From an optimization exercise on the open Yosys and OpenROAD flow, aimed at a short achievable clock period and few clock cycles; shortcuts taken in it are not production practice.
Function not checked in this run: the RTL went through the layout flow alone.
Power figures rest on the tool's default switching activity, not on a simulated workload.

[design.v]
module sap1_bd #(parameter I = 0) (
  input  [31:0]      w,     
  input  [3:0]       pr,    
  output [149-1:0]   d
);
  function [15:0] oh;
    input integer v;
    begin
      oh = 16'd1 << (v % 16);
    end
  endfunction
  function [15:0] dec4;
    input [3:0] v;
    integer j;
    begin
      for (j = 0; j < 16; j = j + 1) dec4[j] = (v == j);
    end
  endfunction
  wire [15:0] ah  [0:4];
  wire [15:0] tg  [0:3];
  wire [3:0]  nf  [0:3];
  wire [3:0]  isj, isjmp, isc, isjc, islda, isldi, isalu, issub, issta, isout, ishlt;
  genvar k;
  generate
    for (k = 0; k < 4; k = k + 1) begin : dc
      wire [3:0] op = w[8*k+4 +: 4];
      assign nf[k]    = w[8*k +: 4];
      assign tg[k]    = dec4(nf[k]);
      assign isjmp[k] = (op == 4'd6);
      assign isjc[k]  = (op == 4'd7);
      assign isc[k]   = (op == 4'd7) | (op == 4'd8);
      assign isj[k]   = isjmp[k] | isc[k];
      assign islda[k] = (op == 4'd1);
      assign isalu[k] = (op == 4'd2) | (op == 4'd3);
      assign issub[k] = (op == 4'd3);
      assign issta[k] = (op == 4'd4);
      assign isldi[k] = (op == 4'd5);
      assign isout[k] = (op == 4'd14);
      assign ishlt[k] = (op == 4'd15);
    end
    for (k = 0; k < 5; k = k + 1) begin : ad
      assign ah[k] = oh(I + k);
    end
  endgenerate
  wire sm01 = issta[0] & (nf[0] == (I + 1) % 16);
  wire sm0  = issta[0] & ((nf[0] == (I + 1) % 16) | (nf[0] == (I + 2) % 16) | (nf[0] == (I + 3) % 16));
  wire sm1  = issta[1] & ((nf[1] == (I + 2) % 16) | (nf[1] == (I + 3) % 16));
  wire x0 = ~isj[0];
  wire x1 = x0 & ~ishlt[0] & ~isj[1] & ~(isalu[0] & isalu[1]) & ~(isout[0] & isout[1])
               & ~(isout[0] & ishlt[1]) & ~sm01;
  wire nojp = (x0 & sm0) | (x1 & sm1);
  wire lda0 = x0 & islda[0], ldi0 = x0 & isldi[0], alu0 = x0 & isalu[0];
  wire sta0 = x0 & issta[0], out0 = x0 & isout[0], hlt0 = x0 & ishlt[0];
  wire lda1 = x1 & islda[1], ldi1 = x1 & isldi[1], alu1 = x1 & isalu[1];
  wire sta1 = x1 & issta[1], out1 = x1 & isout[1], hlt1 = x1 & ishlt[1];
  wire ld0 = lda0 | ldi0, ld1 = lda1 | ldi1;
  wire byp = sta0 & (nf[0] == nf[1]);
  wire [15:0] pa_sel = ld1 ? ((lda1 & ~byp) ? tg[1] : 16'd0) : (lda0 ? tg[0] : 16'd0);
  wire        pa_a   = lda1 & byp;
  wire        pa_imm = ld1 ? ldi1 : ldi0;
  wire [3:0]  imm    = ld1 ? nf[1] : nf[0];
  wire        in1_pa = alu1 & ld0;
  wire [15:0] s1_sel = in1_pa & lda0 ? tg[0] : 16'd0;
  wire        s1_a   = ~in1_pa;
  wire        s1_imm = in1_pa & ldi0;
  wire [15:0] pb_sel = alu1 ? (byp ? 16'd0 : tg[1]) : (alu0 ? tg[0] : 16'd0);
  wire        pb_a   = alu1 & byp;
  wire        alu    = alu0 | alu1;
  wire        sub    = alu1 ? issub[1] : issub[0];
  wire        v0_pa  = ld0;
  wire        v0_sum = alu0;
  wire        a_pa   = ld1 | (ld0 & ~alu1);
  wire        a_sum  = alu1 | (alu0 & ~ld1);
  wire [15:0] we     = (sta0 ? tg[0] : 16'd0) | (sta1 ? tg[1] : 16'd0);
  wire [15:0] wv0    = sta1 ? tg[1] : 16'd0;
  wire        out    = out0 | out1;
  wire        out_v0 = out1;
  wire        hlt    = hlt0 | hlt1;
  wire q0 = ~x0, q1 = x0 & ~x1, q2 = x1;
  wire [15:0] jn   [0:2];
  wire [15:0] jalt [0:2];
  generate
    for (k = 0; k < 3; k = k + 1) begin : jp
      wire taken  = isjmp[k] | (isc[k] & pr[k]);
      wire follow = isc[k] & ~pr[k] & isjmp[k+1];
      assign jn[k]   = (~isj[k] | nojp) ? ah[k] : taken ? tg[k] : follow ? tg[k+1] : ah[k+1];
      assign jalt[k] = pr[k] ? ah[k+1] : tg[k];
    end
  endgenerate
  wire [15:0] nxt    = q0 ? jn[0] : q1 ? jn[1] : jn[2];
  wire        c_en   = ~hlt & ~nojp & (q0 ? isc[0] : q1 ? isc[1] : isc[2]);
  wire        c_jc   = q0 ? isjc[0] : q1 ? isjc[1] : isjc[2];
  wire        c_pred = q0 ? pr[0] : q1 ? pr[1] : pr[2];
  wire [15:0] c_alt  = q0 ? jalt[0] : q1 ? jalt[1] : jalt[2];
  wire [15:0] c_addr = q0 ? ah[0] : q1 ? ah[1] : ah[2];
  assign d = {nxt, pa_sel, s1_sel, pb_sel, we, wv0, c_alt, c_addr,
              pa_a, pa_imm, s1_a, s1_imm, pb_a, alu, sub, a_pa, a_sum, v0_pa, v0_sum,
              out, out_v0, hlt, c_en, c_jc, c_pred, imm};
endmodule
module sap1 (
  input        clk,
  input        sw8,     
  input        prog,    
  input        sw4,     
  input  [3:0] sw_mar,  
  input  [7:0] sw_dat,  
  output [7:0] oval,    
  output       out_valid,  
  output       hlt,     
  output [7:0] memval   
);
  reg [7:0]     mem [0:15];
  reg [149-1:0] bd  [0:15];    
  reg [15:0]    pc;            
  reg [15:0]    pred;          
  reg [7:0]     a;
  reg           cf, zf;
  reg [7:0]     oval_q;
  reg           outv_q;
  reg           hlt_q;
  reg [7:0]     memval_q;
  reg           mis_q;         
  reg [15:0]    alt_q;         
  reg [15:0]    wr_q;          
  reg           bv;            
  reg [149-1:0] b;             
  integer i;
  genvar gi;
  generate
    for (gi = 0; gi < 16; gi = gi + 1) begin : dg
      wire [149-1:0] d;
      sap1_bd #(.I(gi)) u (
        .w({mem[(gi+3)%16], mem[(gi+2)%16], mem[(gi+1)%16], mem[gi]}),
        .pr({pred[(gi+3)%16], pred[(gi+2)%16], pred[(gi+1)%16], pred[gi]}),
        .d(d));
      always @(posedge clk) bd[gi] <= d;
    end
  endgenerate
  wire [15:0] b_nxt    = b[148:133];
  wire [15:0] b_pa_sel = b[132:117];
  wire [15:0] b_s1_sel = b[116:101];
  wire [15:0] b_pb_sel = b[100:85];
  wire [15:0] b_we     = b[84:69];
  wire [15:0] b_wv0    = b[68:53];
  wire [15:0] b_c_alt  = b[52:37];
  wire [15:0] b_c_addr = b[36:21];
  wire b_pa_a = b[20], b_pa_imm = b[19], b_s1_a = b[18], b_s1_imm = b[17], b_pb_a = b[16];
  wire b_alu = b[15], b_sub = b[14], b_a_pa = b[13], b_a_sum = b[12], b_v0_pa = b[11];
  wire b_v0_sum = b[10], b_out = b[9], b_out_v0 = b[8], b_hlt = b[7], b_c_en = b[6];
  wire b_c_jc = b[5], b_c_pred = b[4];
  wire [3:0] b_imm = b[3:0];
  wire run = ~sw8 & ~hlt_q & bv & ~mis_q;
  reg  [7:0] pa, p1, p2;
  always @* begin
    pa = ({8{b_pa_a}} & a) | ({8{b_pa_imm}} & {4'd0, b_imm});
    p1 = ({8{b_s1_a}} & a) | ({8{b_s1_imm}} & {4'd0, b_imm});
    p2 = {8{b_pb_a}} & a;
    for (i = 0; i < 16; i = i + 1) begin
      pa = pa | ({8{b_pa_sel[i]}} & mem[i]);
      p1 = p1 | ({8{b_s1_sel[i]}} & mem[i]);
      p2 = p2 | ({8{b_pb_sel[i]}} & mem[i]);
    end
  end
  wire [8:0] sum = {1'b0, p1} + {1'b0, p2 ^ {8{b_sub}}} + {8'd0, b_sub};
  wire       cf_n = sum[8];
  wire       zf_n = (sum[7:0] == 8'd0);
  wire [7:0] v0 = b_v0_pa ? pa : b_v0_sum ? sum[7:0] : a;
  wire [7:0] a_n = b_a_pa ? pa : b_a_sum ? sum[7:0] : a;
  wire       flag = b_alu ? (b_c_jc ? cf_n : zf_n) : (b_c_jc ? cf : zf);
  wire       mis = run & b_c_en & (flag != b_c_pred);
  wire [15:0] pcx = mis_q ? alt_q : pc;
  reg  [149-1:0] fsel;
  always @* begin
    fsel = {149{1'b0}};
    for (i = 0; i < 16; i = i + 1) fsel = fsel | ({149{pcx[i]}} & bd[i]);
  end
  wire [15:0] win = pcx | {pcx[14:0], pcx[15]} | {pcx[13:0], pcx[15:14]} | {pcx[12:0], pcx[15:13]};
  wire        loadw = ~prog & ~sw4;
  wire [15:0] ldw = loadw ? (16'd1 << sw_mar) : 16'd0;
  wire [15:0] stw = run ? b_we : 16'd0;
  wire        stale = |((stw | wr_q) & win);
  wire        stale0 = |(ldw[3:0] | wr_q[3:0]);
  always @(posedge clk) begin
    memval_q <= mem[sw_mar];
    wr_q <= ldw | stw;
    for (i = 0; i < 16; i = i + 1) begin
      if (ldw[i]) mem[i] <= sw_dat;
      else if (stw[i]) mem[i] <= b_wv0[i] ? v0 : a;
    end
  end
  always @(posedge clk) begin
    mis_q <= mis;
    alt_q <= b_c_alt;
    if (sw8) begin
      a <= 8'd0; cf <= 1'b0; zf <= 1'b0;
      oval_q <= 8'd0; outv_q <= 1'b0; hlt_q <= 1'b0;
      pred <= 16'd0;
    end else begin
      outv_q <= run & b_out;
      if (run) begin
        a <= a_n;
        if (b_alu) begin cf <= cf_n; zf <= zf_n; end
        if (b_out) oval_q <= b_out_v0 ? v0 : a;
        if (b_hlt) hlt_q <= 1'b1;
        if (b_c_en) pred <= (pred & ~b_c_addr) | (b_c_addr & {16{flag}});
      end
    end
  end
  always @(posedge clk) begin
    if (sw8) begin
      bv <= ~stale0;
      pc <= stale0 ? 16'd1 : bd[0][148:133];
      b  <= bd[0];
    end else if (~hlt_q) begin
      bv <= ~stale;
      pc <= stale ? pcx : fsel[148:133];
      b  <= fsel;
    end
  end
  assign oval = oval_q;
  assign out_valid = outv_q;
  assign hlt = hlt_q;
  assign memval = memval_q;
endmodule
[run.sh]
#!/bin/bash
# synth_recipe.tcl (not shown) runs the flow's synth.tcl, then flattens the netlist and writes it again
# the make line also repeats each setting of config.mk as NAME=value (left out here)
make -C /OpenROAD-flow-scripts/flow DESIGN_CONFIG=/design/flow/config.mk WORK_HOME=/design/flow/orfs CLKGATE_MAP_FILE= SYNTH_SCRIPT=/design/flow/synth_recipe.tcl finish
[config.mk]
export PLATFORM = sky130hd
export DESIGN_NAME = sap1
export DESIGN_NICKNAME = sap1
export VERILOG_FILES = /design/flow/design.v
export SDC_FILE = /design/flow/constraint.sdc
export NUM_CORES = 8
export LEC_CHECK = 0
export ABC_CLOCK_PERIOD_IN_PS = 2000
export CAP_MARGIN = 20
export CORE_MARGIN = 2
export CORE_UTILIZATION = 40
export SETUP_SLACK_MARGIN = 3.2
export SLEW_MARGIN = 20
export TNS_END_PERCENT = 100
[constraint.sdc]
create_clock -name core_clock -period 5.5 [get_ports {clk}]
set_input_delay 1.1000 -clock core_clock [delete_from_list [all_inputs] [get_ports {clk}]]
set_output_delay 1.1000 -clock core_clock [all_outputs]
set_load 0.01 [all_outputs]
==> notes.md <==
power groups by stage:
stage / Sequential (mW) / Clock, mW / Combinational, mW
floorplan: 20.5 / 0 / 8.53
detailed placement: 21.4 / 0 / 16.8
global placement: 21.4 / 0 / 17.0
CTS: 21.1 / 20.1 / 29.1
stage by stage:
stage	instance area [µm²]	cells
after detailed placement	113000	14400
after CTS	163000	16500
after global placement	113000	14400
after floorplan	106000	11300
worst max-delay path by stage:
stage                           to  cells past startpoint  slack, ns    from
after CTS                 register                     19       1.11  b[109]
after global placement    register                     18       0.55  b[109]
after floorplan           register                     17       1.98   b[89]
after detailed placement  register                     18       0.79   b[97]
cells by family after synthesis:
| family | share of synthesized area |
|---|---|
| AOI/OAI and AO/OA | 0.259 |
| xor gates and xnor gates | 0.00628 |
| adders and majority gates | 0.00103 |
| buffers and inverters | 0.0515 |
| DFF | 0.511 |
| muxes | 0.0279 |
| and+or+nand+nor | 0.143 |
cells in the mapped netlist (37+ instances only):
cell	count	area share
a221oi_1	425	0.036
nand3_1	272	0.013
a21oi_1	396	0.019
a21o_1	37	0.0027
nand2b_1	58	0.0035
nand2_1	821	0.029
inv_1	94	0.0034
xnor2_1	39	0.0033
buf_2	61	0.0029
o22a_1	135	0.011
and3_1	41	0.0025
a222oi_1	71	0.0068
a22o_1	425	0.036
mux2i_1	115	0.011
nor2b_1	96	0.0057
buf_1	150	0.0054
o22ai_1	901	0.054
clkbuf_1	1034	0.037
nor4_1	37	0.0022
nor2_1	1343	0.048
o21ai_0	302	0.014
dfxtp_1	2253	0.43
o21ai_1	81	0.0039
o221ai_1	88	0.0074
nand4_1	155	0.0093
nor3_1	263	0.013
a221o_1	127	0.012
a22oi_1	421	0.030
edfxtp_1	278	0.080
mux2_2	153	0.016
a31oi_1	49	0.0029
what timing repair did:
action | CTS
setup endpoints to repair | 2747
buffers inserted | 1281
resized for setup | 5101
pin swaps | 1072
gates cloned | 280
endpoints found under the hold margin | 0
metal layers:
layer | global-route usage | GRT overflow
met5 | 0.766 | 110
met4 | 0.890 | 1044
met3 | 0.878 | 579
met2 | 0.984 | 1643
met1 | 0.924 | 469
==> notes.md <==
- Status: did not finish
- Last stage: 5_1_grt
- Error: [ERROR GRT-0116] Global routing finished with congestion. Check the congestion regions in the DRC Viewer.
- Syn_area_per_cell: 9.24 µm²
- EDFF count, synth: 278
- Pre-CTS setup slack: 0.788 ns
- Sequential-to-total area share from yosys stat: 0.511
- IO Pins: 34
- Initial Utilization: 0.403
- Synthesis-stage register bit count: 2,531
- # port buffers: 33
- CTS root buffer: clkbuf_16
- First-pass GRT wire length: 1700 mm
- Congestion Overflow GR: 3,845
- Clock H-tree levels: 5
- Async SR Flop Fraction: 0
- Synth Flop Type: dfxtp_1
- CTS max path bufs: 4
- Synth Net Count: 11,300
- GRT Total Usage: 0.922
- Core Rows: 187
- Number of clock sinks: 2,531
- Die width: 515 µm
- Synth Instances: 11,300
- Hold buffer count at CTS: 0
- Yosys warns: 19
- Post-synth cell types: 115
- DPL Wire Length: 616 mm
- Die height: 515 µm
- Vias in the first global route: 157,000
- Mapped Area: 0.105 mm²
- Num CTS Buffers: 283
- Largest net degree at the start of global routing: 79
- Routability cong.: 1.26
